What follows belongs to an exercise in optimizing a design on an open flow for small area, a short achievable clock period and few clock cycles per item; a production flow would make more cautious choices. Where RTL was checked, it was by simulation tests only, not by an equivalence proof against the original. Power and IR drop assume default switching activity.

## vector_divider
module vector_divider #(
    parameter RAM_SIZE = 10,
    parameter N = 5,
    parameter NBITS = 32
)(
    input clock,
    input reset,
    output [RAM_SIZE-1:0] Addr,
    output [NBITS-1:0] Wdata,
    input [NBITS-1:0] Rdata,
    input [RAM_SIZE-1:0] Ndata,
    output Wenable,
    input startvd,
    output reg busyvd
);
Size: roughly 730 cells after synthesis, ~0.0069 sq mm of cells after synthesis.
export LEC_CHECK = 0
export CAP_MARGIN = 20
export CORE_MARGIN = 2
export CORE_UTILIZATION = 40
export CTS_BUF_LIST = sky130_fd_sc_hd__clkbuf_8
export SETUP_SLACK_MARGIN = 1.3
export SLEW_MARGIN = 20
create_clock -name core_clock -period 4.5 [get_ports {clock}]
standard.sh (not shown) runs the stock make flow with config.mk's settings and CLKGATE_MAP_FILE= SYNTH_SCRIPT=/design/flow/synth_recipe.tcl, a recipe that flattens the netlist after the stock synthesis.
==> flow/flow/run.sh <==
#!/bin/bash
cd "$(dirname "$0")/.."
export BUFFER_PORTS_ARGS="-buffer_cell sky130_fd_sc_hd__buf_1"
export CTS_ARGS="-sink_clustering_enable -repair_clock_nets -buf_list sky130_fd_sc_hd__clkbuf_8 -dont_use_dummy_load"
bash standard.sh > standard_run.log 2>&1
Rerun with:
==> flow/flow/run.sh (replaced) <==
#!/bin/bash
cd "$(dirname "$0")/.."
export BUFFER_PORTS_ARGS="-buffer_cell sky130_fd_sc_hd__buf_1"
export CTS_ARGS="-sink_clustering_enable -repair_clock_nets -root_buf sky130_fd_sc_hd__clkbuf_8 -buf_list sky130_fd_sc_hd__clkbuf_4 -dont_use_dummy_load"
bash standard.sh > standard_run.log 2>&1
Outcome:
- wire length increases by 1.8%
- die area stays the same
- via count hardly moves
- non-clock buffer count rises by 5
- design area hardly moves
- clock power drops by 24%
- clock skew climbs by 7.8 ps
No functional check of the RTL was part of any run of this note.

* * *

Another version of the RTL of vector_divider (not shown whole).
For scale: ~850 cells after synthesis, ~89 I/O pins, about 7500 um^2 of cells after synthesis.
==> flow/config.mk <==
export PLATFORM = sky130hd
export DESIGN_NAME = vector_divider
export DESIGN_NICKNAME = vector_divider
export VERILOG_FILES = /design/flow/design.v
export SDC_FILE = /design/flow/constraint.sdc
export NUM_CORES = 4
export LEC_CHECK = 0
export CAP_MARGIN = 20
export CORE_MARGIN = 2
export CORE_UTILIZATION = 40
export SLEW_MARGIN = 20
==> flow/constraint.sdc <==
create_clock -name core_clock -period 4.5 [get_ports {clock}]
set_input_delay 0.9000 -clock core_clock [delete_from_list [all_inputs] [get_ports {clock}]]
set_output_delay 0.9000 -clock core_clock [all_outputs]
set_load 0.01 [all_outputs]
==> flow/flow/run.sh <==
#!/bin/bash
cd "$(dirname "$0")/.."
cp standard.sh standard_sh_copy.log
export BUFFER_PORTS_ARGS="-buffer_cell sky130_fd_sc_hd__buf_1"
bash standard.sh > standard_run.log 2>&1
Testbench counts at the start, summed over its fixed seeds: cycles 7,930, items 700.
Then changed:
CTS_BUF_LIST = sky130_fd_sc_hd__clkbuf_4 sky130_fd_sc_hd__clkbuf_8   (was unset)
CTS_CLUSTER_DIAMETER = 100   (was unset)
CTS_CLUSTER_SIZE = 30   (was unset)
Setup slack degrades by 0.013 ns.
Die area does not change.
First-iteration DRC count rose by about 5%.
Worst hold slack hardly moves.
Core utilization came out lower by 1.1 points.
Then changed:
==> flow/run.sh (new file) <==
#!/bin/bash
# synth_recipe.tcl (not shown) runs the flow's synth.tcl, then flattens the netlist and writes it again
# the make line also repeats each setting of config.mk as NAME=value (left out here)
make -C /OpenROAD-flow-scripts/flow DESIGN_CONFIG=/design/flow/config.mk WORK_HOME=/design/flow/orfs CLKGATE_MAP_FILE= SYNTH_SCRIPT=/design/flow/synth_recipe.tcl finish
CTS_BUF_LIST = unset   (was sky130_fd_sc_hd__clkbuf_4 sky130_fd_sc_hd__clkbuf_8)
CTS_CLUSTER_DIAMETER = unset   (was 100)
CTS_CLUSTER_SIZE = unset   (was 30)
removed: flow/flow/run.sh
removed: flow/standard.sh
Result:
- wire length went down by 0.75%
- clock skew went down by 0.0051 ns
- register-to-register slack gets better by 0.10 ns
- non-clock buffer count stays the same
- final cell count does not change
- worst setup slack gets better by 0.10 ns
- cell area went up by 8.0%
- via count went down by 1.4%
- fmax went up by 3.0%
Then changed:
==> flow/flow/run.sh (new file) <==
#!/bin/bash
cd "$(dirname "$0")/.."
cp standard.sh standard_sh_copy.log
export BUFFER_PORTS_ARGS="-buffer_cell sky130_fd_sc_hd__buf_1"
bash standard.sh > standard_run.log 2>&1
==> flow/standard.sh (new file) <==
#!/bin/bash
# synth_recipe.tcl (not shown) runs the flow's synth.tcl, then flattens the netlist and writes it again
# the make line also repeats each setting of config.mk as NAME=value (left out here)
make -C /OpenROAD-flow-scripts/flow DESIGN_CONFIG=/design/flow/config.mk WORK_HOME=/design/flow/orfs CLKGATE_MAP_FILE= SYNTH_SCRIPT=/design/flow/synth_recipe.tcl "${@:-finish}"
CTS_BUF_LIST = sky130_fd_sc_hd__clkbuf_8   (was unset)
SETUP_SLACK_MARGIN = 1.8   (was unset)
removed: flow/run.sh
=>
- worst setup slack gains 0.21 ns
- sequential cell count stays the same
- register-to-register slack gains 0.21 ns
- clock skew climbs by 0.0030 ns

==> static timing again, ports no longer ideal <==
How much do the figures lean on ideal ports? The routed layouts below were timed once more, with nothing changed but the port constraints.
Step 1, drivers: a clkbuf_16 drives clock and a buf_2 each remaining input, both assumed.
Step 2 times the ports against the registers' clock, not the clock port: input delays grow and output delays shrink by t, the midpoint of the rising clock arrivals with the driver on.
a / b / c = ideal ports / drivers / drivers and shift; a / b = the first two.
| run | t (ns) | setup slack, ns | clock arrival spread, ns | worst slew at a driven data input, ns | pins driven straight from the clock port |
|---|---|---|---|---|---|
| the first run of note 1 | 0.478 | 1.291 / 1.291 / 1.291 | 0.020 / 0.019 | 0.04 | 1 |
| the second run of note 1 | 0.450 | 1.293 / 1.293 / 1.293 | 0.027 / 0.028 | 0.04 | 1 |
| the first run of note 2 | 0.463 | 0.974 / 0.974 / 0.974 | 0.010 / 0.010 | 0.04 | 1 |
| the second run of note 2 | 0.493 | 0.961 / 0.961 / 0.961 | 0.015 / 0.015 | 0.04 | 1 |
| the third run of note 2 | 0.460 | 1.063 / 1.063 / 1.063 | 0.010 / 0.009 | 0.04 | 1 |
| the fourth run of note 2 | 0.488 | 1.278 / 1.278 / 1.278 | 0.013 / 0.013 | 0.04 | 1 |
After both steps setup and hold are still met in every run listed.
